Background: an optimization exercise with open tools, aiming at small area, a short achievable clock period and few clock cycles. Do not read the settings as production practice.
In this exercise RTL edits were held to simulation tests only and were not proved equivalent to the original.
No activity file was given, so power comes from the tool's default toggle rates.

**design/flow/config.mk**
```make
export PLATFORM = sky130hd
export DESIGN_NAME = rv_core
export DESIGN_NICKNAME = rv_core
export VERILOG_FILES = /design/flow/design.v
export SDC_FILE = /design/flow/constraint.sdc
export NUM_CORES = 8
export LEC_CHECK = 0
export ABC_AREA = 1
export CAP_MARGIN = 20
export CORE_MARGIN = 2
export CORE_UTILIZATION = 40
export CTS_CLUSTER_DIAMETER = 100
export CTS_CLUSTER_SIZE = 20
export SETUP_SLACK_MARGIN = 5
export SLEW_MARGIN = 20
```
**design/flow/constraint.sdc**
```tcl
create_clock -name core_clock -period 8.0 [get_ports {clk}]
set_input_delay 1.6000 -clock core_clock [delete_from_list [all_inputs] [get_ports {clk}]]
set_output_delay 1.6000 -clock core_clock [all_outputs]
set_load 0.01 [all_outputs]
```
**design/flow/design.v**
```verilog
module rv_core (
    input         clk,
    input         rst,
    output [31:0] imem_addr,
    input  [31:0] imem_rdata,
    output [31:0] dmem_addr,
    output [31:0] dmem_wdata,
    output        dmem_we,
    input  [31:0] dmem_rdata
);
genvar i;
function [32:0] ks32;
    input [31:0] a;
    input [31:0] b;
    input        cin;
    reg   [31:0] g, p, gn, pn;
    integer l, j;
    begin
        g = a & b;
        p = a ^ b;
        g[0] = g[0] | (p[0] & cin);
        for (l = 0; l < 5; l = l + 1) begin
            for (j = 0; j < 32; j = j + 1) begin
                if (j >= (1 << l)) begin
                    gn[j] = g[j] | (p[j] & g[j - (1 << l)]);
                    pn[j] = p[j] & p[j - (1 << l)];
                end else begin
                    gn[j] = g[j];
                    pn[j] = p[j];
                end
            end
            g = gn;
            p = pn;
        end
        ks32 = {g[31], (a ^ b) ^ {g[30:0], cin}};
    end
endfunction
function [29:0] inc30;
    input [29:0] a;
    reg   [29:0] c, cn;
    integer l, j;
    begin
        c = a;
        for (l = 0; l < 5; l = l + 1) begin
            for (j = 0; j < 30; j = j + 1)
                cn[j] = (j >= (1 << l)) ? (c[j] & c[j - (1 << l)]) : c[j];
            c = cn;
        end
        inc30 = a ^ {c[28:0], 1'b1};
    end
endfunction
reg  [31:2] pcF;
reg  [31:0] irD;
reg  [31:2] pcD;
reg  [11:2] tLoD;        
reg         cLoD;        
reg         predTD;      
reg         predRD;      
reg         predLD;      
reg         validD;
reg  [31:1] sel1D, sel2D;        
reg         bAXD, bAMD, bBXD, bBMD;   
reg  [31:0] aX, bX, sdX;
reg         cinX;
reg         selSumX, selSltX, selOrX, selAndX, selSdX;
reg         brX, bneX, predX, jmpX, ldX, stX, wenX, off8X;
reg  [4:0]  rdX;
reg  [31:0] aluM, sdM;
reg         stM, wenM, ldM;
reg  [4:0]  rdM;
wire [31:0] resM = ldM ? dmem_rdata : aluM;
wire [32*32-1:0] rfv;
assign rfv[31:0] = 32'd0;
generate
    for (i = 1; i < 32; i = i + 1) begin : g_rf
        reg [31:0] q;
        always @(posedge clk)
            if (wenM && rdM == i)
                q <= resM;
        assign rfv[32*i +: 32] = q;
    end
endgenerate
wire [31:0] x1 = rfv[63:32];
wire [6:0]  op  = irD[6:0];
wire [2:0]  f3  = irD[14:12];
wire [4:0]  rdD = irD[11:7];
wire isJal   = op[6] & op[3];
wire isJalr  = op[6] & ~op[3] & op[2];
wire isBr    = op[6] & ~op[2];
wire isAlu   = ~op[6] & op[4];
wire isLoad  = ~op[6] & ~op[4] & ~op[5];
wire isStore = ~op[6] & ~op[4] & op[5];
wire usesRs1 = ~isJal;
wire usesRs2 = op[5] & ~op[2];
wire dWrites = ~op[5] | op[4] | op[2];
wire wenD    = validD & dWrites & (rdD != 5'd0);
wire [31:0] ir = imem_rdata;
wire [4:0] rs1F = ir[19:15];
wire [4:0] rs2F = ir[24:20];
wire fJal  = ir[6] & ir[3];
wire fJalr = ir[6] & ~ir[3] & ir[2];
wire fBr   = ir[6] & ~ir[2];
wire fUse1 = ~fJal;
wire fUse2 = ir[5] & ~ir[2];
wire sgn   = ir[31];
wire ffF    = &pcF[11:2];           
wire [31:2] pcInc = inc30(pcF);
wire [32:0] tgfJ = ks32({22'd0, pcF[11:2]}, {22'd0, ir[20], ir[30:25], ir[24:22]}, 1'b0);
wire [32:0] tgfB = ks32({22'd0, pcF[11:2]}, {22'd0, ir[7],  ir[30:25], ir[11:9]},  1'b0);
wire [11:2] tLo = ir[3] ? tgfJ[9:0] : tgfB[9:0];
wire        cLo = ir[3] ? tgfJ[10]  : tgfB[10];
wire [31:0] dec1F, dec2F;
dec5 u_d1 (.a(rs1F), .y(dec1F));
dec5 u_d2 (.a(rs2F), .y(dec2F));
wire [31:0] immI  = {{20{irD[31]}}, irD[31:20]};
wire [31:0] immS  = {{20{irD[31]}}, irD[31:25], irD[11:7]};
wire [31:0] immJ  = {{12{irD[31]}}, irD[19:12], irD[20], irD[30:21], 1'b0};
wire [31:2] linkD = inc30(pcD);
wire [29:0] hiInc = inc30({10'd0, pcD[31:12]});
wire [29:0] hiDec = ~inc30({10'd0, ~pcD[31:12]});
wire [31:12] pcDHiInc = hiInc[19:0];
wire [31:12] pcDHiDec = hiDec[19:0];
wire crossD = cLoD ^ irD[31];
wire fitsJD = (irD[19:12] == {8{irD[31]}});
wire longJD = isJal & ~fitsJD;
wire [31:12] tHiD = ~crossD ? pcD[31:12] : irD[31] ? pcDHiDec : pcDHiInc;
wire [31:2] tgtD = {tHiD, tLoD};
wire [31:0] rfA, rfB;
rf_read u_r1 (.q(rfv), .sel({sel1D, 1'b0}), .y(rfA));
rf_read u_r2 (.q(rfv), .sel({sel2D, 1'b0}), .y(rfB));
wire [31:0] aluOut;
wire sAld = bAMD & ldM;
wire sAal = bAMD & ~ldM;
wire sApc = ~bAMD & isJal;
wire sArf = ~bAMD & ~isJal;
wire [31:0] slowA = ({32{sAld}} & dmem_rdata) | ({32{sAal}} & aluM)
                  | ({32{sApc}} & {pcD, 2'b00}) | ({32{sArf}} & rfA);
wire [31:0] slowB = ({32{bBMD & ldM}} & dmem_rdata) | ({32{bBMD & ~ldM}} & aluM)
                  | ({32{~bBMD}} & rfB);
wire [31:0] valA, valB;
late_mux #(32) u_ba (.d(slowA), .f(aluOut), .s(bAXD), .y(valA));
late_mux #(32) u_bb (.d(slowB), .f(aluOut), .s(bBXD), .y(valB));
wire stall = validD & ldX & (bAXD | bBXD);
wire redirX, skipX;
wire redirD = validD & predTD & crossD & ~longJD & ~stall & ~redirX;
wire goX = validD & ~stall & ~redirX & ~skipX;
wire invB    = isAlu & ~f3[2] & (f3[1] | (op[5] & irD[30]));
wire useImm  = ~op[6] & ~(op[5] & op[4]) | op[2];
wire [31:0] immISJ = isStore ? immS : op[3] ? immJ : immI;
wire sBld = bBMD & ldM & ~useImm;
wire sBal = bBMD & ~ldM & ~useImm;
wire sBrf = ~bBMD & ~useImm;
wire [31:0] bPre  = ({32{sBld}} & dmem_rdata) | ({32{sBal}} & aluM)
                  | ({32{sBrf}} & rfB) | ({32{useImm}} & immISJ);
wire [31:0] bSlow = bPre ^ {32{invB}};
wire [31:0] bFast = aluOut ^ {32{invB}};
wire [31:0] bNext;
late_mux #(32) u_bn (.d(bSlow), .f(bFast), .s(bBXD & ~useImm), .y(bNext));
wire [32:0] aluSum = ks32(aX, bX, cinX);
wire [31:0] sum = aluSum[31:0];
wire lt = (aX[31] == bX[31]) ? aX[31] : sum[31];
wire [31:0] aluSlow = {31'd0, selSltX & lt}
                    | ({32{selOrX}}  & (aX | bX))
                    | ({32{selAndX}} & (aX & bX))
                    | ({32{selSdX}}  & sdX);
late_mux #(32) u_res (.d(aluSlow), .f(sum), .s(selSumX), .y(aluOut));
wire eq    = (aX == bX);
wire taken = eq ^ bneX;
assign skipX  = brX & ~predX & taken & off8X & validD & ~op[6];
assign redirX = (brX & (taken ^ predX) & ~skipX) | jmpX;
wire [31:2] tgtX = brX ? sdX[31:2] : sum[31:2];
wire dX1 = wenD & (rdD == 5'd1);
wire xX1 = wenX & (rdX == 5'd1);
wire mX1 = wenM & (rdM == 5'd1);
wire x1busy = dX1 ? ~(op[6] & op[2]) : xX1 ? ~selSdX : (mX1 & ldM);
wire [31:2] x1p = dX1 ? linkD : xX1 ? sdX[31:2] : mX1 ? aluM[31:2] : x1[31:2];
wire liD   = wenD & isAlu & ~op[5] & (f3 == 3'b000) & (irD[19:15] == 5'd0);
wire liHit = fJalr & liD & (rs1F == rdD) & ~skipX;
wire [12:0] liSum = {irD[31], irD[31:20]} + {ir[31], ir[31:20]};
wire [31:2] tgtL  = {{19{liSum[12]}}, liSum[12:2]};
wire        slowSel = redirX | stall | redirD;
wire [31:2] pcSlow  = redirX ? tgtX : stall ? pcF : redirD ? tgtD : pcInc;
wire        predT, isRet, retSel, takeT;
fpred u_fp (.op({ir[6], ir[3], ir[2]}), .sgn(sgn), .rs1(rs1F), .x1busy(x1busy),
            .ff(ffF), .slow(slowSel), .predT(predT), .isRet(isRet),
            .takeT(takeT), .retSel(retSel));
wire [31:2] pcRet;
late_mux #(30) u_pcr (.d(pcSlow), .f(liHit ? tgtL : x1p), .s(retSel | (liHit & ~slowSel)), .y(pcRet));
wire [11:2] pcLo;
late_mux #(10) u_pc (.d(pcRet[11:2]), .f(tLo), .s(takeT), .y(pcLo));
wire [31:2] pcNext = {pcRet[31:12], pcLo};
wire nAX1 = wenD & ~skipX & (rdD == rs1F) & fUse1;
wire nAM1 = wenX & (rdX == rs1F) & fUse1;
wire nAX2 = wenD & ~skipX & (rdD == rs2F) & fUse2;
wire nAM2 = wenX & (rdX == rs2F) & fUse2;
always @(posedge clk) begin
    if (rst)
        pcF <= 30'd0;
    else
        pcF <= pcNext;
    if (stall) begin
        bAXD <= 1'b0;
        bBXD <= 1'b0;
        bAMD <= bAXD;
        bBMD <= bBXD;
    end else begin
        irD    <= ir;
        pcD    <= pcF;
        tLoD   <= tLo;
        cLoD   <= cLo;
        predTD <= predT;
        predRD <= isRet;
        predLD <= liHit;
        sel1D  <= dec1F[31:1];
        sel2D  <= dec2F[31:1];
        bAXD   <= nAX1;
        bAMD   <= nAM1;
        bBXD   <= nAX2;
        bBMD   <= nAM2;
    end
    validD <= ~rst & ~redirX & ~redirD;
    aX      <= valA;
    bX      <= bNext;
    cinX    <= invB;
    sdX     <= isStore ? valB : (isBr & ~predTD) ? {tgtD, 2'b00} : {linkD, 2'b00};
    selSumX <= ~op[6] & ~op[4] | isAlu & ~f3[2] & ~f3[1];
    selSltX <= isAlu & ~f3[2] & f3[1];
    selOrX  <= isAlu & f3[2] & ~f3[0];
    selAndX <= isAlu & f3[2] & f3[0];
    selSdX  <= op[6];
    bneX    <= f3[0];
    predX   <= predTD;
    off8X   <= (irD[31:25] == 7'd0) & (irD[11:7] == 5'b01000);
    rdX     <= rdD;
    if (rst) begin
        brX <= 1'b0; jmpX <= 1'b0; ldX <= 1'b0; stX <= 1'b0; wenX <= 1'b0;
    end else begin
        brX  <= goX & isBr;
        jmpX <= goX & ((isJalr & ~(predRD & (irD[31:20] == 12'd0)) & ~predLD) | (isJal & (~predTD | longJD)));
        ldX  <= goX & isLoad & wenD;
        stX  <= goX & isStore;
        wenX <= goX & wenD;
    end
    aluM <= aluOut;
    sdM  <= sdX;
    rdM  <= rdX;
    ldM  <= ldX;
    if (rst) begin
        stM <= 1'b0; wenM <= 1'b0;
    end else begin
        stM  <= stX;
        wenM <= wenX;
    end
end
assign imem_addr  = {pcF, 2'b00};
assign dmem_addr  = aluM;
assign dmem_wdata = sdM;
assign dmem_we    = stM;
endmodule
module dec5 (
    input  [4:0]  a,
    output [31:0] y
);
wire [3:0] lo = 4'b0001 << a[1:0];
wire [7:0] hi = 8'b00000001 << a[4:2];
genvar i;
generate
    for (i = 0; i < 32; i = i + 1) begin : g_y
        assign y[i] = lo[i % 4] & hi[i / 4];
    end
endgenerate
endmodule
module rf_read (
    input  [32*32-1:0] q,
    input  [31:0]      sel,
    output [31:0]      y
);
reg [31:0] acc;
integer k;
always @* begin
    acc = 32'd0;
    for (k = 1; k < 32; k = k + 1)
        acc = acc | (q[32*k +: 32] & {32{sel[k]}});
end
assign y = acc;
endmodule
module late_mux #(parameter N = 32) (
    input  [N-1:0] d,
    input  [N-1:0] f,
    input          s,
    output [N-1:0] y
);
assign y = s ? f : d;
endmodule
module fpred (
    input  [2:0] op,         
    input        sgn,        
    input  [4:0] rs1,
    input        x1busy,
    input        ff,
    input        slow,
    output       predT,
    output       isRet,
    output       takeT,
    output       retSel
);
assign predT  = op[2] & (op[1] | (~op[0] & sgn)) & ~ff;
assign isRet  = op[2] & ~op[1] & op[0] & (rs1 == 5'd1) & ~x1busy;
assign takeT  = predT & ~slow;
assign retSel = isRet & ~slow;
endmodule
```
**design/flow/flow/run.sh**
```bash
#!/bin/bash
# Layout flow: the standard layout (standard.sh), with one change: the
# buffers that buffer_ports puts on every input and output port are
# sky130_fd_sc_hd__buf_4 instead of the cell OpenROAD picks by default (a
# clock-delay buffer, clkdlybuf4s50_1, which adds about 0.4 ns to every path
# from an input or to an output).  make's full output goes to flow.log.
set -euo pipefail
bash standard.sh "BUFFER_PORTS_ARGS=-buffer_cell sky130_fd_sc_hd__buf_4" finish > flow.log 2>&1
```
**design/flow/standard.sh**
```bash
#!/bin/bash
# synth_recipe.tcl (not shown) runs the flow's synth.tcl, then flattens the netlist and writes it again
# the make line also repeats each setting of config.mk as NAME=value (left out here)
make -C /OpenROAD-flow-scripts/flow DESIGN_CONFIG=/design/flow/config.mk WORK_HOME=/design/flow/orfs CLKGATE_MAP_FILE= SYNTH_SCRIPT=/design/flow/synth_recipe.tcl "${@:-finish}"
```
==> impl_results.md, run 1 <==
- Status: finished clean
- Initial core utilization: 40.36%
- Number of top-level pins: 163
- Clk_skew: 0.06832 ns
- Hold EP: ldM$_DFF_P_
- Antenna Nets Post-Route: 0
- Crit share post-route: 38.50%
- CP arrival: 3.76 ns
- GRT Total Usage: 37.72%
- Synth Register Bits: 1,350
- Nets: roughly 7,200
- Remaining DRCs: 0
- Vias/cell: 6.519
- Register area: slightly below 40,000 µm²
- Iteration-0 DRC Markers: 10,420
- Sum Neg Setup Slack: 0 ns
- CP max-delay cell: dfxtp_1
- Grt total ovfl: 0
- Worst EP required: 8.68 ns
- Relative slew slack: 20.47%
- Hold wc startpoint: ldX$_SDFF_PP0_
- Place WS: 3.789 ns
- H-tree depth: 3
- HPWL after DPL: 203,600 µm
- Inst Count DP: approximately 9,000
- Final Non-Filler Cells: 9,203
- Mean Syn Cell Area: 9.580 µm²
- Most frequent cells in the layout: nand2_1, edfxtp_1, buf_4
- Clock Path Buffers: 3
- Die height: 407.0 µm
- Ys flop type: edfxtp_1
- Pwr dens: 214.2 nW/µm²
- First-pass GRT wire length: 430,500 µm
- Hold Path Depth: 0
- Post-synthesis cell area: approximately 65,000 µm²
- Fin area: 73,930 µm²
- Post-synthesis sequential area ratio: around 60%
- Post-synthesis async set-or-reset flop share: 0%
- Clock Latency Late Sink: 0.76 ns
- Routed len/inst: between 30 and 40 µm
- Worst-path maximum fanout: 23
- CTS tree: done
- Fmax: 0.3247 GHz
- Area post-placement: a little under 70,000 µm²
- Area Overhead vs Synth: 13.82%
- R2R depth: 15
- Largest net degree at the start of global routing: 76
- Setup violators final: 0
- CTS buffer count: 78
- Distinct cells, synth: 73
- Synthesis Warnings: 2
- Critical Path Start Type: register
- Final Util: approximately 46%
- Port Buffer Count: 158
- # fillers: about 15,000
- Area leader, netlist: edfxtp_1
- Full die area: around 170,000 µm²
- Die Wd: just over 400 µm
- Synth area leaders: edfxtp_1, nand2_1, dfxtp_1
- Period minus WS final: 3.080 ns
- Clk pin slew, worst setup/hold paths: 0.09 ns
- Max_cap viols: 0
- Peak VDD IR: 0.0001817 V
- Final hold vios: 0
- Antenna violations before repair: 15
- Total leakage power: 27.31 nW
- 1st-pass router iterations: 9
- Vias: 59,990
- Area of the multi-input gates: 25,430 µm²
- Slew Limit Fails: 0
- Vias in the first global route: 54,910
- Clk sink count: 1,350
- Critical path class: reg -> reg
- RSZ-0062 raised after global routing: true
- RR Startpoint: bBXD$_SDFF_PP0_
- Reg2Reg Capture Point: pcF[15]$_SDFFE_PP0P_
- Final worst slack: 4.920 ns
- DRT Wirelength: between 300,000 and 400,000 µm
- Post-synth EDFFs: 1,128
- Crit path cell chain: buf_4, inv_4, a21oi_2, buf_6, nor2_4, buf_12, inv_2, nand3_4, inv_2, nand2_1, o211ai_1, nand2_1, nand3_1, nand3_1, inv_1
- Commonest non-fill, non-tap cell in the layout: nand2_1
- Fraction of layout cells with a size suffix above 1: 12.77%
- Core Area: 160,900 µm²
- Yosys top cell area share: 52.15%
- Worst-Margin Slew: 1.190 ns
- Mapped Cells: around 6,800
- Core Rows: 147
- HP Class: reg -> reg
- Critical Path Max Stage Delay: 0.52 ns
- GP Congestion: about 1.0
- CP endpoint kind: register
- R2R Setup Slk: 4.92 ns
- CTS root buf: clkbuf_16
[metrics by stage]
step / hold slack, ns / total power [mW]
CTS: 0.4063 / 15.48
detailed placement: 0.3604 / 11.19
global route: 0.3939 / 16.16
finish: 0.3993 / 15.83
floorplan: 0.3308 / 9.850
global placement: 0.3628 / 11.17
[metal layers]
layer / wire, µm / global-route usage (%) / up-vias / part of all wire [%]
met5: 228 / 0.5947 / - / 0.071
met4: 25640 / 24.44 / 16 / 8.0
met3: 52510 / 13.46 / 1173 / 16
met1: 117100 / 50.31 / 29100 / 36
li1: - / - / 24240 / -
met2: 126000 / 51.35 / 5460 / 39
[repair_timing]
action	CTS	global route
endpoints found under the setup margin	362	112
resized for setup	188	174
hold buffers	0	0
pin swaps	18	48
setup buffers	42	38
cloned	6	4
endpoints found under the hold margin	0	0
[sequential cells by signal, summed over array words and instances (netlist names), 5 cells and up]
name / flops
rdM: 5
rdX: 5
pcF: 30
aluM: 32
sdM: 32
tLoD: 10
sdX: 32
irD: 30
g_rf.q: 992
bX: 32
aX: 32
sel2D: 31
sel1D: 31
pcD: 30
[cell families (layout without fill, tap and decap cells)]
| logic type | after synthesis | after routing | share of synthesized area [%] |
|---|---|---|---|
| buffers and inverters | 711 | 950 | 4.244 |
| other | 1 | 18 | 0.005773 |
| and+or+nand+nor | 3379 | 3386 | 21.98 |
| DFF | 1350 | 1350 | 58.99 |
| AOI/OAI and AO/OA | 1095 | 1095 | 10.86 |
| adders and majority gates | 97 | 97 | 1.915 |
| muxes | 4 | 4 | 0.06164 |
| xor gates and xnor gates | 143 | 143 | 1.951 |
[Yosys cell counts (7+ instances only)]
master,number
a2111oi_0,18
a211oi_1,37
a21oi_1,257
a221oi_1,111
a22o_1,105
a22oi_1,23
a31oi_1,17
a41oi_1,10
buf_1,25
buf_2,23
clkbuf_1,267
dfxtp_1,222
edfxtp_1,1128
ha_1,93
inv_1,370
inv_2,11
nand2_1,2271
nand3_1,342
nand4_1,280
nor2_1,333
nor2_2,7
nor3_1,43
nor4_1,45
o2111ai_1,11
o211ai_1,57
o21ai_0,333
o21ai_1,12
o21bai_1,12
o221ai_1,17
o22ai_1,27
o41ai_1,13
or2_2,19
xnor2_1,35
xor2_1,107
[worst max-delay path by stage]
stage / startpoint / end / slack, ns / depth (start not counted)
5_1_grt: aX[6]$_DFF_P_ / pcF[30]$_SDFFE_PP0P_ / 4.88 / 16
2_1_floorplan: imem_rdata[22] / pcF[10]$_SDFFE_PP0P_ / 4.73 / 12
3_5_place_dp: imem_rdata[18] / pcF[8]$_SDFFE_PP0P_ / 3.79 / 16
6_report: bBXD$_SDFF_PP0_ / pcF[15]$_SDFFE_PP0P_ / 4.92 / 15
3_3_place_gp: imem_rdata[18] / pcF[15]$_SDFFE_PP0P_ / 3.75 / 16
4_1_cts: aX[19]$_DFF_P_ / pcF[15]$_SDFFE_PP0P_ / 4.97 / 18
[cell type report]
type                    count  area share [%]
inverters                 386           2.073
multi-input cells        4727           34.40
clock buffers             107           2.787
repair inverters            3         0.03723
well taps                2160           3.656
clock inverters            10          0.2522
diodes                     16         0.05416
flip-flops and latches   1350           51.96
repair buffers            444           4.781
[power breakdown]
group / internal (mW) / switching, mW
Combinational: 0.873 / 2.06
Clock: 1.89 / 2.51
Sequential: 8.16 / 0.334
[critical path, delay by kind of cell, from the launching register on]
family / cells / cell delay, ns
DFF: 1 / 0.52
buffers and inverters: 7 / 1.56
AOI/OAI and AO/OA: 2 / 0.28
and+or+nand+nor: 6 / 0.63
Testbench counts, summed over its fixed seeds: cycles 99,749.
==> run 2: changes to the inputs <==
--- a/design/flow/design.v
+++ b/design/flow/design.v
@@ -183,3 +183,3 @@
 wire        predT, isRet, retSel, takeT;
-fpred u_fp (.op({ir[6], ir[3], ir[2]}), .sgn(sgn), .rs1(rs1F), .x1busy(x1busy),
+fpred u_fp (.op({ir[6], ir[3], ir[2]}), .sgn(sgn), .f30(ir[12]), .rs1(rs1F), .rs2(rs2F), .x1busy(x1busy),
             .ff(ffF), .slow(slowSel), .predT(predT), .isRet(isRet),
@@ -297,3 +297,5 @@
     input        sgn,        
+    input        f30,        
     input  [4:0] rs1,
+    input  [4:0] rs2,
     input        x1busy,
@@ -306,3 +308,3 @@
 );
-assign predT  = op[2] & (op[1] | (~op[0] & sgn)) & ~ff;
+assign predT  = op[2] & (op[1] | (~op[0] & ((rs1 == rs2) ? ~f30 : sgn))) & ~ff;
 assign isRet  = op[2] & ~op[1] & op[0] & (rs1 == 5'd1) & ~x1busy;
==> run 2 against run 1 <==
First-iteration DRC count up 1.3%. Sequential cell count unchanged. Sequential share of layout area down 0.66 points. Largest cell class unchanged. Largest power group unchanged.
==> impl_results.md, run 2 <==
- Switching Fraction: 31.84%
- Comb pwr share: 19.6%
- Clk pwr share: 28.0%
- Full die area: approximately 170,000 µm²
- RSZ-0062 raised after global routing: true
- Pwr dens: 216.1 nW/µm²
- Antenna Nets Post-Route: 0
- Synth top cells by count: nand2_1, edfxtp_1, inv_1
- CTS Hold Bufs: 0
- Clk_skew: 0.04260 ns
- Max_cap viols: 0
- Antenna violations before repair: 19
- CTS tree: done
- Slew Limit Fails: 0
- Worst EP required: 8.64 ns
- Fmax: 0.3242 GHz
- Seq pwr share: between 50% and 60%
- Max FFs per register: 992
- Post-synthesis async set-or-reset flop share: 0%
- Worst-Margin Slew: 1.239 ns
- Most frequent cell after synthesis: nand2_1
- Fin area: 74,950 µm²
- Worst-path maximum fanout: 6
- Clk pin slew, worst setup/hold paths: 0.09 ns
- Clock Path Buffers: 3
- Yosys top cell area share: just over 50%
- Port Buffer Count: 158
- HPWL after DPL: 209,000 µm
- Met2 Track Usage GR: 57.36%
- Synth Register Bits: 1,350
- Remaining DRCs: 0
- CTS root buf: clkbuf_16
- Die height: 408.0 µm
- Grt peak-use layer: met2
- Largest net degree at the start of global routing: 61
- Initial core utilization: 40.20%
- Critical Path Start Type: register
- Period minus WS final: 3.085 ns
- Clock Latency Late Sink: 0.78 ns
- Met3 Use GR: a little over an eighth
- Inst Count DP: approximately 9,100
- Area Overhead vs Synth: 14.79%
- GRT met1 Usage: between 40% and 50%
- GP Congestion: roughly 1.1
- Peak VDD IR: 0.0001714 V
- Status: finished clean
- Iteration-0 DRC Markers: 10,550
- Fraction of layout cells with a size suffix above 1: 13.33%
- # fillers: 15,420
- Post-synthesis cell area: approximately 65,000 µm²
- Largest register by flop count: g_rf.q
- Final hold vios: 0
- Area leader, netlist: edfxtp_1
- Post-synthesis sequential area ratio: 58.69%
- CTS buffer count: 81
- Vias in the first global route: 56,030
- HP Class: reg -> reg
- Vias: 60,770
- Die Wd: 408.0 µm
- Sum Neg Setup Slack: 0 ns
- Internal cell power: between 10 and 15 mW
- Synth area leaders: edfxtp_1, nand2_1, dfxtp_1
- First-pass GRT wire length: ~450,000 µm
- Mean Syn Cell Area: approximately 9.5 µm²
- H-tree depth: 3
- Core Area: 162,400 µm²
- Crit share post-route: 38.56%
- Ys flop type: edfxtp_1
- Nets: 7,297
- Commonest non-fill, non-tap cell in the layout: nand2_1
- Psw: just over 5 mW
- Total leakage power: 27.61 nW
- 1st-pass router iterations: 6
- GRT Total Usage: 39.15%
- CP arrival: 3.72 ns
- Final Non-Filler Cells: 9,346
- Distinct cells, synth: 68
- Clk sink count: around 1,400
- Most frequent cells in the layout: nand2_1, edfxtp_1, buf_4
- Grt total ovfl: 0
- Area post-placement: around 70,000 µm²
- Post-synth EDFFs: approximately 1,100
- Setup violators final: 0
- Synthesis Warnings: 2
- Relative slew slack: ~17%
- Number of top-level pins: 163
- Critical path class: reg -> reg
- DRT Wirelength: 338,200 µm
- Core Rows: 148
- Mapped Cells: 6,887
- Vias/cell: 6.503
- Routed len/inst: between 30 and 40 µm
- CP endpoint kind: register
run 2: through the flow:
stage	worst slack [ns]	util [%]	hold slack [ns]	power, mW
2_1_floorplan	4.015	-	0.3308	9.865
3_3_place_gp	2.808	43.02	0.3404	11.31
3_5_place_dp	2.772	43.04	0.3451	11.33
4_1_cts	4.968	45.37	0.3603	15.79
5_1_grt	4.805	46.14	0.3757	16.51
6_report	4.915	46.15	0.3619	16.19
run 2: kinds of logic after synthesis:
| kind of cell | count (synthesis) | synth area share [%] |
|---|---|---|
| muxes | 3 | 0.04599 |
| buffers and inverters | 740 | 4.402 |
| other | 1 | 0.005743 |
| xor gates and xnor gates | 139 | 1.886 |
| and+or+nand+nor | 3451 | 22.24 |
| DFF | 1350 | 58.69 |
| AOI/OAI and AO/OA | 1106 | 10.83 |
| adders and majority gates | 97 | 1.905 |
run 2: power groups by stage:
stage / logic (mW) / registers [mW] / clock network [mW]
floorplan: 1.40 / 8.47 / 0
global placement: 2.70 / 8.61 / 0
detailed placement: 2.72 / 8.61 / 0
CTS: 2.85 / 8.45 / 4.50
global route: 3.30 / 8.47 / 4.74
finish: 3.18 / 8.47 / 4.54
run 2: critical path: stages, from the launching register on:
cell and delay, ns:
dfxtp_1 0.39, inv_1 0.06, ha_1 0.31, nor2_1 0.18, nand2_1 0.10, nor2_2 0.13, nand2_4 0.13, nor2_4 0.13
xnor3_2 0.30, nand2_8 0.12, nand2_8 0.11, buf_4 0.22, o211ai_1 0.40, nand3_1 0.17, nand2_1 0.11, a21oi_1 0.06
run 2: cell type report:
type                       instances  area [µm²]  area share (%)
timing repair inverter             3       21.27         0.02838
clock inverter                    16       205.2          0.2738
sequential                      1350       38440           51.29
multi-input combinational       4806       25750           34.36
antenna                            6       15.01         0.02003
inverter                         401        1579           2.107
tap                             2175        2721           3.631
timing repair buffer             491        4058           5.414
clock buffer                      98        2155           2.875
run 2: worst paths after layout:
path	endpoint	from	slack, ns	cells past startpoint
worst max-delay path	pcF[25]$_SDFFE_PP0P_	aX[0]$_DFF_P_	4.92	15
worst min register to register	sdM[28]$_DFF_P_	sdX[28]$_DFF_P_	0.36	0
worst max register to register	pcF[25]$_SDFFE_PP0P_	aX[0]$_DFF_P_	4.92	15
worst min-delay path	sdM[28]$_DFF_P_	sdX[28]$_DFF_P_	0.36	0
run 2: routing by layer:
| metal | part of all wire, % | wire length (µm) |
|---|---|---|
| met5 | 0.052 | 176 |
| met4 | 10 | 34110 |
| met3 | 15 | 49740 |
| met2 | 42 | 140600 |
| met1 | 34 | 113600 |
run 2: repair_timing:
item / in CTS / in global routing
gates cloned: 9 / 4
hold endpoints to repair: 0 / 0
resized for setup: 214 / 182
setup endpoints to repair: 256 / 94
setup buffers: 77 / 46
pin swaps: 26 / 31
Testbench counts of run 2, summed over its fixed seeds: cycles 98,793.
==> run 3: changes to the inputs <==
--- a/design/flow/design.v
+++ b/design/flow/design.v
@@ -181,3 +181,3 @@
 wire        slowSel = redirX | stall | redirD;
-wire [31:2] pcSlow  = redirX ? tgtX : stall ? pcF : redirD ? tgtD : pcInc;
+wire [31:2] pcSlow  = redirX ? tgtX : stall ? pcD : redirD ? tgtD : pcInc;
 wire        predT, isRet, retSel, takeT;
@@ -200,8 +200,3 @@
         pcF <= pcNext;
-    if (stall) begin
-        bAXD <= 1'b0;
-        bBXD <= 1'b0;
-        bAMD <= bAXD;
-        bBMD <= bBXD;
-    end else begin
+    begin
         irD    <= ir;
@@ -220,3 +215,3 @@
     end
-    validD <= ~rst & ~redirX & ~redirD;
+    validD <= ~rst & ~redirX & ~redirD & ~stall;
     aX      <= valA;
==> run 3 against run 2 <==
Worst setup slack got worse by 0.061 ns. Largest cell class unchanged. Area after synthesis fell by 2.0%. Cell count fell by 1.2%. Sequential share of layout area fell by 0.45 points. Highest routed layer unchanged. Critical path depth fell by 5.
==> impl_results.md, run 3 <==
- Most frequent cell after synthesis: nand2_1
- Synth Area in XOR/XNOR: 1.830%
- Clock Path Buffers: 3
- HPWL after DPL: between 200,000 and 250,000 µm
- Post-Synth Adder-Cell Area: 1.944%
- Iteration-0 DRC Markers: 9,034
- Nets: 7,264
- First-pass GRT wire length: ~440,000 µm
- Mux contribution to synthesized area: 0.04693%
- Period minus WS final: roughly 3.1 ns
- Distinct cells, synth: between 60 and 70
- Post-synth EDFFs: 992
- CTS root buf: clkbuf_16
- CTS buffer count: 79
- Area leader, netlist: edfxtp_1
- Ys flop type: edfxtp_1
- CP arrival: 3.74 ns
- RSZ-0062 raised after global routing: true
- Worst-path maximum fanout: 17
- Largest net degree at the start of global routing: 52
- GP Congestion: 1.076
- Full die area: 163,200 µm²
- Worst-Margin Slew: 1.250 ns
- Sum Neg Setup Slack: 0 ns
- CP dominant cell by count: nand2_1
- Initial core utilization: 40.35%
- Hold wc startpoint: ldX$_SDFF_PP0_
- GRT met1 Usage: 44.57%
- Synth area leaders: edfxtp_1, nand2_1, dfxtp_1
- Antenna violations before repair: 25
- Grt peak-use layer: met2
- Fmax: 0.3179 GHz
- GRT Total Usage: 39.05%
- RR Startpoint: sel2D[8]$_DFF_P_
- Relative slew slack: 15.57%
- CTS Hold Bufs: 0
- Mapped Cells: 6,935
- Hold EP: ldM$_DFF_P_
- # fillers: 15,040
- Antenna Nets Post-Route: 0
- Peak VDD IR: roughly 0.00016 V
- Reg2Reg Capture Point: bX[22]$_DFF_P_
- Yosys top cell area share: 46.56%
- Area Overhead vs Synth: 14.20%
- H-tree depth: 3
- Slew Limit Fails: 0
- Final hold vios: 0
- Crit path cell chain: buf_4, a22o_1, inv_1, nand4_1, nor2_1, a31oi_1, nand2_1, nand2_1, o21ai_0, xor2_1
- Final total power: 16.00 mW
- Worst hold slack: 0.3519 ns
- Largest register by flop count: g_rf.q
- Clk sink count: 1,350
- CTS tree: done
- Critical Path Start Type: register
- Total leakage power: approximately 27 nW
- Post-synthesis sequential area ratio: 57.76%
- R2R depth: 10
- Hold Path Depth: 0
- Clk pin slew, worst setup/hold paths: roughly 0.09 ns
- Simple-gate share of the synthesized area: 22.79%
- Synthesis Warnings: 2
- Met2 Track Usage GR: 59.19%
- CP endpoint kind: register
- Clk_skew: 0.03949 ns
- CP max-delay cell: dfxtp_2
- DRT Wirelength: 327,000 µm
- Max FFs per register: 992
- Vias/cell: 6.471
- Vias in the first global route: 55,440
- Worst EP required: 8.59 ns
- Die height: 404.0 µm
- Critical Path Max Stage Delay: between 0.9 and 1 ns
- Die Wd: slightly above 400 µm
- Met3 Use GR: 13.46%
- Main combinational cell family by area after synthesis: simple AND/OR/NAND/NOR gates
- Remaining DRCs: 0
- Vias: 59,740
- Crit share post-route: between 30% and 40%
- Synth top cells by count: nand2_1, edfxtp_1, inv_1
- Compound-cell area share of the yosys netlist: 10.98%
- Max_cap viols: 0
- Critical path class: reg -> reg
- HP Class: reg -> reg
- Core Rows: between 100 and 150
- 1st-pass router iterations: 7
- Status: finished clean
- Post-synthesis cell area: 63,980 µm²
- Post-synthesis async set-or-reset flop share: 0%
- Setup violators final: 0
- Routed len/inst: 35.42 µm
- Pwr dens: 219.0 nW/µm²
- Port Buffer Count: 158
- Mean Syn Cell Area: 9.226 µm²
- Fraction of layout cells with a size suffix above 1: 13.63%
- Commonest non-fill, non-tap cell in the layout: nand2_1
- Grt total ovfl: 0
- Number of top-level pins: 163
- Core Area: 158,600 µm²
- Most frequent cells in the layout: nand2_1, edfxtp_1, buf_4
- Clock Latency Late Sink: 0.74 ns
- Synth Register Bits: 1,350
- R2R Setup Slk: 4.85 ns
-- run 3: repair_timing --
| item | in CTS | in global routing |
|---|---|---|
| setup endpoints to repair | 168 | 81 |
| cloned | 10 | 2 |
| pin swaps | 35 | 56 |
| setup buffers | 49 | 31 |
| gates resized for setup | 206 | 181 |
-- run 3: final cells by class --
type / instances / area (µm²) / share of cell area, %
clock inverter: 11 / 98.84 / 0.1353
sequential: 1350 / 37150 / 50.84
antenna: 18 / 45.04 / 0.06165
clock buffer: 110 / 2156 / 2.950
timing repair buffer: 424 / 3492 / 4.779
tap: 2072 / 2592 / 3.548
multi-input combinational: 4830 / 25930 / 35.49
inverter: 415 / 1597 / 2.185
timing repair inverter: 1 / 7.507 / 0.01027
-- run 3: worst max path at each step --
| stage | from | endpoint | slack (ns) | cells after the start |
|---|---|---|---|---|
| 2_1_floorplan | imem_rdata[22] | pcF[25]$_SDFF_PP0_ | 4.82 | 17 |
| 3_5_place_dp | imem_rdata[15] | pcF[11]$_SDFF_PP0_ | 3.26 | 14 |
| 6_report | sel2D[8]$_DFF_P_ | bX[22]$_DFF_P_ | 4.85 | 10 |
| 4_1_cts | aX[0]$_DFF_P_ | pcF[20]$_SDFF_PP0_ | 4.95 | 15 |
| 5_1_grt | aX[0]$_DFF_P_ | pcF[12]$_SDFF_PP0_ | 4.88 | 13 |
| 3_3_place_gp | imem_rdata[15] | pcF[11]$_SDFF_PP0_ | 3.22 | 14 |
-- run 3: through the flow --
| stage | worst slack (ns) | instance area (µm²) | utilization (%) | std cells |
|---|---|---|---|---|
| after global routing | 4.877 | 73020 | 46.05 | 9213 |
| after global placement | 3.217 | 68360 | 43.11 | 8998 |
| after CTS | 4.950 | 72000 | 45.41 | 9178 |
| after floorplan | 4.823 | 64220 | - | 6936 |
| after detailed placement | 3.258 | 68360 | 43.11 | 8998 |
| final | 4.855 | 73070 | 46.08 | 9231 |
-- run 3: power by group --
| part | switching [mW] | internal (mW) |
|---|---|---|
| combinational | 2.28 | 0.940 |
| clock | 2.47 | 1.90 |
| sequential | 0.376 | 8.04 |
| total | 5.12 | 10.9 |
-- run 3: cell families after synthesis --
logic type                 count (synthesis)
and+or+nand+nor                         3484
DFF                                     1350
AOI/OAI and AO/OA                       1105
buffers and inverters                    763
xor gates and xnor gates                 132
adders and majority gates                 97
muxes                                      3
other                                      1
-- run 3: worst max-delay path, delay by kind of cell, from the launching register on --
kind                   cells  cell delay, ns
flip-flops                 1            0.92
AND/OR/NAND/NOR            4            0.34
AO/OA/AOI/OAI              3            0.92
XOR/XNOR                   1            0.17
buffers and inverters      2            0.63
-- run 3: routing by layer --
metal	part of all wire (%)	vias to the layer above
met5	0.047	-
met4	11	14
met3	13	1644
met2	43	5182
met1	33	28390
li1	-	24510
Testbench counts of run 3, summed over its fixed seeds: cycles 100,129.
==> run 4: changes to the inputs <==
--- a/design/flow/design.v
+++ b/design/flow/design.v
@@ -171,3 +171,3 @@
 wire [31:2] tgtX = brX ? sdX[31:2] : sum[31:2];
-wire dX1 = wenD & (rdD == 5'd1);
+wire dX1 = wenD & ~stall & (rdD == 5'd1);
 wire xX1 = wenX & (rdX == 5'd1);
@@ -176,3 +176,3 @@
 wire [31:2] x1p = dX1 ? linkD : xX1 ? sdX[31:2] : mX1 ? aluM[31:2] : x1[31:2];
-wire liD   = wenD & isAlu & ~op[5] & (f3 == 3'b000) & (irD[19:15] == 5'd0);
+wire liD   = wenD & ~stall & isAlu & ~op[5] & (f3 == 3'b000) & (irD[19:15] == 5'd0);
 wire liHit = fJalr & liD & (rs1F == rdD) & ~skipX;
@@ -180,4 +180,5 @@
 wire [31:2] tgtL  = {{19{liSum[12]}}, liSum[12:2]};
-wire        slowSel = redirX | stall | redirD;
-wire [31:2] pcSlow  = redirX ? tgtX : stall ? pcD : redirD ? tgtD : pcInc;
+wire        nStall  = isLoad & goX & (nAX1 | nAX2);
+wire        slowSel = redirX | nStall | redirD;
+wire [31:2] pcSlow  = redirX ? tgtX : nStall ? pcF : redirD ? tgtD : pcInc;
 wire        predT, isRet, retSel, takeT;
@@ -191,5 +192,5 @@
 wire [31:2] pcNext = {pcRet[31:12], pcLo};
-wire nAX1 = wenD & ~skipX & (rdD == rs1F) & fUse1;
+wire nAX1 = wenD & ~stall & ~skipX & (rdD == rs1F) & fUse1;
 wire nAM1 = wenX & (rdX == rs1F) & fUse1;
-wire nAX2 = wenD & ~skipX & (rdD == rs2F) & fUse2;
+wire nAX2 = wenD & ~stall & ~skipX & (rdD == rs2F) & fUse2;
 wire nAM2 = wenX & (rdX == rs2F) & fUse2;
@@ -215,3 +216,3 @@
     end
-    validD <= ~rst & ~redirX & ~redirD & ~stall;
+    validD <= ~rst & ~redirX & ~redirD;
     aX      <= valA;
==> run 4 against run 3 <==
Still clean on timing, DRC and antenna. Largest cell class unchanged. Critical path depth rose by 2. Register-to-register slack improved by 0.11 ns. Critical path type unchanged. Fmax rose by 3.6%. Sequential cell count did not move. Sequential share of layout area rose by 0.051 points. Clock-buffer cell count fell by 6.
==> impl_results.md, run 4 <==
- Remaining DRCs: 0
- Fraction of layout cells with a size suffix above 1: 13.94%
- R2R Setup Slk: roughly 5 ns
- HPWL after DPL: 208,600 µm
- Full die area: 163,100 µm²
- Core Rows: 146
- Synth top cells by count: nand2_1, edfxtp_1, inv_1
- Peak VDD IR: 0.0001671 V
- Hold EP: ldM$_DFF_P_
- Critical Path Start Type: register
- Total leakage power: 27.01 nW
- Routed len/inst: between 30 and 40 µm
- Status: finished clean
- RSZ-0062 raised after global routing: true
- Relative slew slack: 18.60%
- Die height: 403.9 µm
- CTS Hold Bufs: 0
- Fin area: 73,020 µm²
- Psw: 5.114 mW
- Vias: 59,050
- 1st-pass router iterations: 7
- Max FFs per register: 992
- H-tree depth: 3
- Crit share post-route: 37.95%
- Mean Syn Cell Area: 9.314 µm²
- Most frequent cells in the layout: nand2_1, edfxtp_1, buf_4
- HP Class: reg -> reg
- Clk pwr share: 27.6%
- Slew Limit Fails: 0
- Clk_skew: between 0.07 and 0.08 ns
- Synth Register Bits: approximately 1,400
- Core Area: around 160,000 µm²
- Final Util: between 40% and 50%
- Final total power: 16.04 mW
- Post-synthesis sequential area ratio: between 50 and 60%
- Worst-path maximum fanout: 17
- Pwr dens: 219.7 nW/µm²
- Synthesis Warnings: 2
- Mapped Cells: approximately 6,900
- Post-synthesis async set-or-reset flop share: 0%
- Antenna violations before repair: 17
- Grt total ovfl: 0
- Hold wc startpoint: ldX$_SDFF_PP0_
- Hold Path Depth: 0
- Nets: 7,209
- Number of top-level pins: 163
- Port Buffer Count: about 160
- Final hold vios: 0
- Reg2Reg Capture Point: bX[18]$_DFF_P_
- Largest register by flop count: g_rf.q
- Clk sink count: between 1,000 and 1,500
- Distinct cells, synth: 71
- Comb pwr share: ~20%
- CP endpoint kind: register
- Area post-placement: between 60,000 and 70,000 µm²
- Critical path class: reg -> reg
- Switching Fraction: 31.88%
- Iteration-0 DRC Markers: 9,412
- RR Startpoint: sel2D[10]$_DFF_P_
- Most frequent cell after synthesis: nand2_1
- Vias/cell: 6.447
- Largest net degree at the start of global routing: 47
- CP arrival: 3.67 ns
- CTS tree: done
- Setup violators final: 0
- Internal cell power: 10.93 mW
- Vias in the first global route: 54,620
- CTS root buf: clkbuf_16
- Sum Neg Setup Slack: 0 ns
- CTS buffer count: slightly below 80
- Area Overhead vs Synth: 14.17%
- Clock Latency Late Sink: 0.78 ns
- # fillers: 15,220
- Period minus WS final: 3.036 ns
- CP dominant cell by count: nand2_1
- Antenna Nets Post-Route: 0
- Post-synth EDFFs: just under 1,000
- R2R depth: 12
- Ys flop type: edfxtp_1
- CP max-delay cell: dfxtp_4
- First-pass GRT wire length: 432,300 µm
- Initial core utilization: 40.34%
- GRT Total Usage: 38.07%
- Fmax: about 0.33 GHz
- Post-synthesis cell area: roughly 64,000 µm²
- Area leader, netlist: edfxtp_1
- Synth area leaders: edfxtp_1, nand2_1, dfxtp_1
- Die Wd: 403.9 µm
- Critical Path Max Stage Delay: about 0.51 ns
- GP Congestion: 1.012
- Commonest non-fill, non-tap cell in the layout: nand2_1
- Worst EP required: 8.63 ns
- Yosys top cell area share: 46.58%
- DRT Wirelength: 319,900 µm
- Max_cap viols: 0
- Seq pwr share: a little over half
- Worst-Margin Slew: 1.205 ns
- Clock Path Buffers: 3
- Clk pin slew, worst setup/hold paths: 0.10 ns
- Crit path cell chain: buf_4, nand2_1, nand2_1, a211oi_1, nand2_1, nor2_1, nand3_2, nor2_1, o21ai_1, a22o_1, nand3_1, nand2_1
==> run 4: changes by cell type in the layout (fill, tap and decap cells not counted), moves of 16 or more <==
| cell | previous run | this run |
|---|---|---|
| a21oi_1 | 279 | 259 |
| a211oi_1 | 37 | 53 |
| a22o_1 | 82 | 111 |
| nand2_1 | 2312 | 2211 |
| nor2_1 | 302 | 320 |
| nand4_1 | 297 | 276 |
| buf_4 | 385 | 404 |
==> run 4: worst max-delay path by stage <==
stage | end | slack, ns | start
floorplan | pcF[10]$_SDFFE_PP0P_ | 4.67 | imem_rdata[9]
global placement | pcF[25]$_SDFFE_PP0P_ | 3.43 | imem_rdata[3]
detailed placement | pcF[12]$_SDFFE_PP0P_ | 3.41 | imem_rdata[3]
CTS | pcF[6]$_SDFFE_PP0P_ | 4.94 | aX[19]$_DFF_P_
global route | sdX[31]$_DFF_P_ | 4.94 | sel2D[19]$_DFF_P_
finish | bX[18]$_DFF_P_ | 4.96 | sel2D[10]$_DFF_P_
==> run 4: cells by family (layout without fill, tap and decap cells) <==
| kind of cell | after synthesis | after routing | synth area share [%] |
|---|---|---|---|
| and+or+nand+nor | 3393 | 3395 | 22.26 |
| DFF | 1350 | 1350 | 57.78 |
| AOI/OAI and AO/OA | 1143 | 1143 | 11.66 |
| buffers and inverters | 752 | 964 | 4.523 |
| xor gates and xnor gates | 128 | 128 | 1.774 |
| adders and majority gates | 97 | 97 | 1.945 |
| muxes | 3 | 3 | 0.04695 |
| other | 1 | 8 | 0.005863 |
==> run 4: worst max-delay path: cells and delay by family, from the launching register on <==
kind / cells / cell delay (ns)
simple gates: 8 / 1.31
compound gates: 3 / 0.71
flops: 1 / 0.51
buf+inv: 1 / 0.35
==> run 4: metal layers <==
layer	wire (µm)	share of wire [%]	track usage, %
met1	111500	35	46.50
met2	136500	43	57.09
met3	43150	13	11.82
met4	28630	8.9	27.19
met5	93	0.029	0
==> run 4: layout make-up <==
class                      instances  area [µm²]  share of cell area (%)
sequential                      1350       37160                   50.89
multi-input combinational       4768       25760                   35.28
timing repair buffer             430        3470                   4.751
tap                             2072        2592                   3.550
clock buffer                     104        2102                   2.879
inverter                         415        1668                   2.284
clock inverter                    13       234.0                  0.3204
timing repair inverter             2       15.01                 0.02056
antenna                            6       15.01                 0.02056
==> run 4: timing repair <==
action | in CTS | in global routing
cloned | 5 | 3
endpoints found under the setup margin | 127 | 93
resized for setup | 247 | 187
pin swaps | 24 | 58
setup buffers | 27 | 41
==> run 4: power groups by stage <==
stage	Clock [mW]	Sequential [mW]	Combinational [mW]
6_report	4.42	8.45	3.17
5_1_grt	4.65	8.44	3.31
4_1_cts	4.40	8.42	2.87
3_5_place_dp	0	8.56	2.73
3_3_place_gp	0	8.56	2.72
2_1_floorplan	0	8.39	1.43
==> run 4: per-stage QoR <==
stage	hold slack, ns	setup slack [ns]	cells
6_report	0.3545	4.964	9160
5_1_grt	0.3682	4.938	9155
4_1_cts	0.3537	4.944	9109
3_5_place_dp	0.3408	3.410	8960
3_3_place_gp	0.3398	3.433	8959
2_1_floorplan	0.3311	4.670	6868
Testbench counts of run 4, summed over its fixed seeds: cycles 98,793.
==> run 5: changes to the inputs <==
==> design/flow/flow/run.sh (replaced) <==
#!/bin/bash
# Layout flow: the standard layout (standard.sh), with one change: the
# buffers that buffer_ports puts on every input and output port are
# sky130_fd_sc_hd__buf_2 instead of the cell OpenROAD picks by default (a
# clock-delay buffer, clkdlybuf4s50_1, which adds about 0.4 ns to every path
# from an input or to an output).  make's full output goes to flow.log.
set -euo pipefail
bash standard.sh "BUFFER_PORTS_ARGS=-buffer_cell sky130_fd_sc_hd__buf_2" finish > flow.log 2>&1
==> run 5 against run 4 <==
Still clean. Area after synthesis stayed put. Global-route usage is 0.32 points higher. Fmax fell by 4.0%. Hold slack got worse by 0.00050 ns. Sequential power is essentially flat. Design area fell by 0.53%. Clock skew increased by 0.0025 ns. Critical endpoint is now sdX[29]$_DFF_P_. Largest cell class unchanged.
==> impl_results.md, run 5 <==
- Status: finished clean
- Worst-Margin Slew: 1.153 ns
- Full die area: 163,100 µm²
- Area leader, netlist: edfxtp_1
- Grt total ovfl: 0
- Sum Neg Setup Slack: 0 ns
- Reg2Reg Capture Point: sdX[29]$_DFF_P_
- Crit share post-route: 39.54%
- Simple-gate share of the synthesized area: 22.26%
- Post-synthesis async set-or-reset flop share: 0%
- Synth area leaders: edfxtp_1, nand2_1, dfxtp_1
- Most frequent cells in the layout: nand2_1, edfxtp_1, inv_1
- Main combinational cell family by area after synthesis: simple AND/OR/NAND/NOR gates
- RSZ-0062 raised after global routing: true
- Clk sink count: between 1,000 and 1,500
- Setup violators final: 0
- Worst hold slack: 0.3540 ns
- Final hold vios: 0
- H-tree depth: 3
- R2R depth: 9
- Most frequent cell after synthesis: nand2_1
- CTS root buf: clkbuf_16
- Clk_skew: around 0.073 ns
- Vias/cell: between 6 and 7
- Critical path class: reg -> reg
- Die height: 403.9 µm
- Mux contribution to synthesized area: less than 1%
- Antenna Nets Post-Route: 0
- Hold wc startpoint: ldX$_SDFF_PP0_
- Number of top-level pins: approximately 160
- 1st-pass router iterations: 8
- Vias: 59,180
- Peak VDD IR: 0.0002055 V
- Mean Syn Cell Area: 9.314 µm²
- Worst EP required: 8.62 ns
- Synth Area in XOR/XNOR: 1.774%
- Largest net degree at the start of global routing: between 40 and 50
- Synth top cells by count: nand2_1, edfxtp_1, inv_1
- Core Rows: 146
- Max FFs per register: between 900 and 1,000
- Clock Path Buffers: 3
- Hold EP: ldM$_DFF_P_
- Worst-path maximum fanout: 17
- Die Wd: 403.9 µm
- Vias in the first global route: 54,220
- Initial core utilization: 40.34%
- CP arrival: approximately 3.8 ns
- Fraction of layout cells with a size suffix above 1: 13.92%
- Period minus WS final: 3.163 ns
- Clk pin slew, worst setup/hold paths: 0.10 ns
- Post-Synth Adder-Cell Area: 1.945%
- HP Class: reg -> reg
- Clock Latency Late Sink: 0.76 ns
- DRT Wirelength: 322,800 µm
- Hold Path Depth: 0
- GP Congestion: 1.035
- Pwr dens: around 220 nW/µm²
- CTS Hold Bufs: 0
- HPWL after DPL: 204,600 µm
- Post-synthesis sequential area ratio: 57.78%
- Post-synth EDFFs: 992
- Fmax: 0.3161 GHz
- Synth Register Bits: 1,350
- GRT Total Usage: 38.40%
- Commonest non-fill, non-tap cell in the layout: nand2_1
- R2R Setup Slk: between 4 and 5 ns
- CTS buffer count: 79
- Critical Path Start Type: register
- Port Buffer Count: about 160
- Total leakage power: 26.91 nW
- Post-synthesis cell area: 63,960 µm²
- CTS tree: done
- Core Area: approximately 160,000 µm²
- Nets: 7,203
- Mapped Cells: approximately 7,000
- Ys flop type: edfxtp_1
- Synthesis Warnings: 2
- Yosys top cell area share: 46.58%
- Remaining DRCs: 0
- Routed len/inst: between 30 and 40 µm
- Compound-cell area share of the yosys netlist: between 10% and 20%
- Distinct cells, synth: 71
- Final total power: 16.00 mW
- RR Startpoint: sel2D[30]$_DFF_P_
- Slew Limit Fails: 0
- Antenna violations before repair: 12
- Max_cap viols: 0
- # fillers: about 15,000
- Relative slew slack: 22.78%
- Area Overhead vs Synth: 13.56%
- Largest register by flop count: g_rf.q
- Iteration-0 DRC Markers: 9,375
- CP endpoint kind: register
- First-pass GRT wire length: 434,500 µm
-- run 5: cell counts after synthesis --
Identical to the previous run, type by type.
-- run 5: area by class of cell --
class	count	area, µm²	area share, %
Timing Repair Buffer	425	3114	4.288
Timing Repair inverter	1	8.758	0.01206
Clock inverter	11	200.2	0.2756
Clock buffer	100	2108	2.903
Antenna cell	12	30.03	0.04134
Inverter	415	1668	2.296
Multi-Input combinational cell	4768	25740	35.43
Tap cell	2072	2592	3.569
Sequential cell	1350	37170	51.18
-- run 5: routing by layer --
| metal | vias to the layer above | share of wire [%] | track usage [%] |
|---|---|---|---|
| li1 | 24350 | - | - |
| met1 | 28370 | 35 | 47.52 |
| met2 | 4988 | 42 | 57.54 |
| met3 | 1456 | 13 | 11.08 |
| met4 | 10 | 9.4 | 27.28 |
| met5 | - | 0.023 | 0 |
-- run 5: cells by family (layout without fill, tap and decap cells) --
group | Yosys count | in the layout
AO/OA/AOI/OAI | 1143 | 1143
flip-flops | 1350 | 1350
other | 1 | 14
multiplexers | 3 | 3
XOR/XNOR | 128 | 128
AND/OR/NAND/NOR | 3393 | 3395
buffers and inverters | 752 | 952
adder cells (fa/ha/maj) | 97 | 97
-- run 5: power breakdown --
part	internal, mW	switching, mW	leakage, nW
clock network	1.91	2.47	1.11
registers	8.07	0.378	12.1
logic	0.899	2.28	13.7
-- run 5: metrics by stage --
step / util, % / instance area (µm²) / instances / worst slack (ns)
final: 45.81 / 72630 / 9154 / 4.837
after global routing: 45.79 / 72600 / 9142 / 4.871
after global placement: 42.80 / 67870 / 8944 / 3.193
after detailed placement: 42.82 / 67900 / 8946 / 3.187
after floorplan: - / 64160 / 6868 / 4.670
after CTS: 45.10 / 71520 / 9094 / 4.919
-- run 5: worst max-delay path by stage --
stage                                 to  cells past startpoint               from
floorplan           pcF[10]$_SDFFE_PP0P_                     15      imem_rdata[9]
global placement    pcF[25]$_SDFFE_PP0P_                     14      imem_rdata[3]
CTS                 pcF[25]$_SDFFE_PP0P_                     11     rdM[0]$_DFF_P_
finish                   sdX[29]$_DFF_P_                      9  sel2D[30]$_DFF_P_
detailed placement  pcF[16]$_SDFFE_PP0P_                     14      imem_rdata[3]
global route        pcF[10]$_SDFFE_PP0P_                     16     imem_rdata[22]
-- run 5: critical path, stage by stage (launching register included) --
cell,delay (ns)
dfxtp_2,0.61
buf_4,0.43
nand2_1,0.12
nand4_1,0.11
a221oi_1,0.36
nand4_1,0.72
nand2_1,0.24
a21oi_1,0.11
o21ai_0,0.16
o21ai_0,0.13
-- run 5: repair_timing --
item,in CTS,in global routing
endpoints found under the setup margin,125,94
cloned,7,2
pin swaps,25,68
buffers inserted,30,46
resized for setup,250,188
==> run 6: changes to the inputs <==
--- a/design/flow/design.v
+++ b/design/flow/design.v
@@ -65,3 +65,5 @@
 reg         selSumX, selSltX, selOrX, selAndX, selSdX;
-reg         brX, bneX, predX, jmpX, ldX, stX, wenX, off8X;
+reg         brX, bneX, predX, jmpX, ldX, stX, wenX, off8X, rs2zX;
+reg         lxValid;
+reg  [13:2] lxTag;
 reg  [4:0]  rdX;
@@ -184,3 +186,4 @@
 wire        predT, isRet, retSel, takeT;
-fpred u_fp (.op({ir[6], ir[3], ir[2]}), .sgn(sgn), .f30(ir[12]), .rs1(rs1F), .rs2(rs2F), .x1busy(x1busy),
+wire exitHit = lxValid & (pcInc[13:2] == lxTag);
+fpred u_fp (.op({ir[6], ir[3], ir[2]}), .sgn(sgn), .f30(ir[12]), .rs1(rs1F), .rs2(rs2F), .x1busy(x1busy), .nx(exitHit),
             .ff(ffF), .slow(slowSel), .predT(predT), .isRet(isRet),
@@ -229,2 +232,3 @@
     off8X   <= (irD[31:25] == 7'd0) & (irD[11:7] == 5'b01000);
+    rs2zX   <= (irD[24:20] == 5'd0);
     rdX     <= rdD;
@@ -239,2 +243,9 @@
     end
+    if (rst)
+        lxValid <= 1'b0;
+    else if (brX & bneX & rs2zX & predX & (aX == 32'd1)) begin
+        lxValid <= 1'b1;
+        lxTag   <= sdX[13:2];
+    end else if (brX & ((~predX & bneX & rs2zX) | redirX))
+        lxValid <= 1'b0;
     aluM <= aluOut;
@@ -296,2 +307,3 @@
     input  [4:0] rs2,
+    input        nx,         
     input        x1busy,
@@ -304,3 +316,3 @@
 );
-assign predT  = op[2] & (op[1] | (~op[0] & ((rs1 == rs2) ? ~f30 : sgn))) & ~ff;
+assign predT  = op[2] & (op[1] | (~op[0] & ((rs1 == rs2) ? ~f30 : (sgn & ~nx)))) & ~ff;
 assign isRet  = op[2] & ~op[1] & op[0] & (rs1 == 5'd1) & ~x1busy;
==> design/flow/flow/run.sh (replaced) <==
#!/bin/bash
# Layout flow: the standard layout (standard.sh), with one change: the
# buffers that buffer_ports puts on every input and output port are
# sky130_fd_sc_hd__buf_4 instead of the cell OpenROAD picks by default (a
# clock-delay buffer, clkdlybuf4s50_1, which adds about 0.4 ns to every path
# from an input or to an output).  make's full output goes to flow.log.
set -euo pipefail
bash standard.sh "BUFFER_PORTS_ARGS=-buffer_cell sky130_fd_sc_hd__buf_4" finish > flow.log 2>&1
==> run 6 against run 5 <==
Still clean on timing, DRC and antenna. Clock power is 4.8% higher. Design area increased by 4.0%. Fmax increased by 2.0%. Global-route usage up 2.2 points. Via count is 2.9% higher. Critical path depth stayed put. Sequential power grew 1%. First-iteration DRC count grew 2.3%. Critical path type unchanged. Largest cell class unchanged.
==> impl_results.md, run 6 <==
- Status: finished clean
- Period minus WS final: approximately 3.1 ns
- Clk sink count: approximately 1,400
- Setup violators final: 0
- Largest register by flop count: g_rf.q
- Worst hold slack: 0.3735 ns
- Clk_skew: 0.1059 ns
- Synthesis Warnings: 2
- Core Area: 160,800 µm²
- Number of top-level pins: around 160
- Synth Register Bits: 1,364
- Post-synthesis cell area: 64,790 µm²
- Sum Neg Setup Slack: 0 ns
- Synth top cells by count: nand2_1, edfxtp_1, inv_1
- Slew Limit Fails: 0
- 1st-pass router iterations: 10
- Die Wd: 406.5 µm
- Vias in the first global route: 55,990
- Place WS: ~3.4 ns
- Final hold vios: 0
- CTS root buf: clkbuf_16
- Vias/cell: roughly 6.4
- Area leader, netlist: edfxtp_1
- Routed len/inst: 36.29 µm
- H-tree depth: 3
- Largest net degree at the start of global routing: 45
- # fillers: 15,370
- CP arrival: 3.78 ns
- Port Buffer Count: 158
- Relative slew slack: 18.31%
- Most frequent cells in the layout: nand2_1, edfxtp_1, buf_4
- RSZ-0062 raised after global routing: true
- Critical Path Start Type: register
- Mean Syn Cell Area: 9.243 µm²
- HPWL after DPL: 221,400 µm
- Antenna Nets Post-Route: 0
- Critical path class: reg -> reg
- Post-synth EDFFs: between 1,000 and 1,500
- Max_cap viols: 0
- Final worst slack: slightly below 5 ns
- Register area: 37,660 µm²
- Core Rows: 147
- Pwr dens: 220.6 nW/µm²
- Worst-path maximum fanout: 16
- Final Non-Filler Cells: 9,472
- Vias: 60,880
- Worst EP required: approximately 8.7 ns
- First-pass GRT wire length: ~460,000 µm
- Peak VDD IR: 0.0001904 V
- Yosys top cell area share: 46.53%
- Iteration-0 DRC Markers: 9,589
- Remaining DRCs: 0
- Crit share post-route: 38.77%
- Area of the multi-input gates: 26,730 µm²
- Synth area leaders: edfxtp_1, nand2_1, dfxtp_1
- Antenna violations before repair: 25
- Inst Count DP: approximately 9,200
- Most frequent cell after synthesis: nand2_1
- Clock Latency Late Sink: 0.80 ns
- Clock Path Buffers: 3
- Full die area: approximately 170,000 µm²
- CTS tree: done
- HP Class: reg -> reg
- Clk pin slew, worst setup/hold paths: ~0.10 ns
- CP endpoint kind: register
- Ys flop type: edfxtp_1
- CTS buffer count: 81
- Distinct cells, synth: 75
- Fraction of layout cells with a size suffix above 1: 16.23%
- Fmax: 0.3224 GHz
- Post-synthesis sequential area ratio: 57.65%
- Worst-Margin Slew: approximately 1.2 ns
- DRT Wirelength: 343,800 µm
- Final total power: 16.66 mW
- Nets: 7,423
- Post-synthesis async set-or-reset flop share: 0%
- Area Overhead vs Synth: 16.57%
- Initial core utilization: 40.31%
- Total leakage power: 27.79 nW
- Max FFs per register: 992
- Commonest non-fill, non-tap cell in the layout: nand2_1
- GP Congestion: between 1 and 1.5
- Mapped Cells: 7,010
- Grt total ovfl: 0
- GRT Total Usage: 40.58%
- Die height: 406.5 µm
run 6: changes by cell type in the layout (fill, tap and decap cells not counted), sizes merged, moves of 16 or more:
| cell | delta |
|---|---|
| o2111ai | +16 |
| a22o | -34 |
| inv | +36 |
| nor4 | +16 |
| buf | +67 |
| nand2 | +81 |
run 6: per-stage QoR:
| stage | util [%] | instance area, µm² |
|---|---|---|
| after floorplan | - | 64980 |
| after global placement | 43.09 | 69260 |
| after detailed placement | 43.10 | 69290 |
| after CTS | 45.84 | 73690 |
| after global routing | 46.97 | 75500 |
| final | 46.99 | 75530 |
run 6: power by group:
group	leakage [nW]	total, mW	internal (mW)	switching [mW]
Sequential	12.2	8.56	8.13	0.429
Clock	1.17	4.58	1.99	2.59
Combinational	14.4	3.53	1.05	2.47
run 6: cells by family (layout without fill, tap and decap cells):
| family | after synthesis | count (layout) | synth area share, % |
|---|---|---|---|
| AOI/OAI and AO/OA | 1125 | 1126 | 11.23 |
| xor gates and xnor gates | 122 | 122 | 1.670 |
| adders and majority gates | 97 | 97 | 1.919 |
| buffers and inverters | 787 | 1068 | 4.661 |
| DFF | 1364 | 1364 | 57.65 |
| muxes | 3 | 3 | 0.04635 |
| other | 1 | 17 | 0.005788 |
| and+or+nand+nor | 3511 | 3515 | 22.81 |
run 6: worst paths after layout:
path	slack, ns	start	end	cells after the start
min reg2reg	0.37	sdX[18]$_DFF_P_	sdM[18]$_DFF_P_	0
max	4.90	sel2D[24]$_DFF_P_	sdX[11]$_DFF_P_	9
min	0.37	sdX[18]$_DFF_P_	sdM[18]$_DFF_P_	0
max reg2reg	4.90	sel2D[24]$_DFF_P_	sdX[11]$_DFF_P_	9
run 6: timing repair:
| item | 4_1_cts | 5_1_grt |
|---|---|---|
| gates resized for setup | 366 | 284 |
| hold buffers | 0 | 0 |
| buffers inserted | 73 | 72 |
| endpoints found under the setup margin | 217 | 115 |
| pin swaps | 43 | 88 |
| cloned | 6 | 5 |
run 6: area by class of cell:
| class | instances | area share, % |
|---|---|---|
| diodes | 15 | 0.04970 |
| clock buffers | 106 | 2.877 |
| clock inverters | 14 | 0.3512 |
| inverters | 454 | 2.384 |
| multi-input cells | 4865 | 35.39 |
| flip-flops and latches | 1364 | 49.85 |
| well taps | 2160 | 3.578 |
| repair buffers | 492 | 5.496 |
| repair inverters | 2 | 0.01822 |
run 6: per-layer routing:
metal	vias to the layer above	share of wire, %	track usage (%)	routed length, µm
met3	1594	14	14.59	47210
li1	24940	-	-	-
met5	-	0.033	0	113
met1	29210	34	48.19	118400
met4	16	10	31.53	34970
met2	5113	42	59.75	143100
run 6: worst max-delay path: stages (launching register included):
cell and delay, ns:
dfxtp_2 0.32, buf_4 0.26, buf_6 0.28, a22o_1 0.24, a21oi_1 0.12, nand3_1 0.16, nor4_1 0.47, nand4_1 0.56
o21bai_1 0.47, a31oi_1 0.12
Testbench counts of run 6, summed over its fixed seeds: cycles 96,923.

==> static timing again, ports no longer ideal <==
No port has a modelled driver above. Below, the same layouts with a new extraction and two added sets of constraints.
Step 1, drivers: a clkbuf_16 drives clk and a buf_2 each remaining input, both assumed.
Step 2 moves the port delays by t, midway between the first and last clock arrival at a register: inputs arrive t later, outputs are due t later. That takes back most of the time a late clock gives input paths.
Slacks: ideal ports / drivers / drivers and shift; pairs: ideal ports / drivers.
| run | t (ns) | slack for setup (ns) | worst setup path at the end | clock arrival spread, ns | cell pins on the clock port's net |
|---|---|---|---|---|---|
| run 1 | 0.804 | 4.920 / 4.890 / 4.234 | input to register | 0.069 / 0.069 | 1 |
| run 2 | 0.847 | 4.915 / 4.893 / 4.277 | input to register | 0.044 / 0.044 | 1 |
| run 3 | 0.798 | 4.855 / 4.855 / 4.268 | input to register | 0.044 / 0.044 | 1 |
| run 4 | 0.825 | 4.964 / 4.906 / 4.287 | input to register | 0.070 / 0.071 | 1 |
| run 5 | 0.814 | 4.837 / 4.837 / 4.288 | input to register | 0.073 / 0.073 | 1 |
| run 6 | 0.829 | 4.898 / 4.898 / 4.183 | input to register | 0.107 / 0.106 | 1 |
After both steps setup and hold are still met in every run listed. For run 6, which loses most, drivers alone change the setup slack by 0.000 ns; drivers and shift together by -0.715 ns.
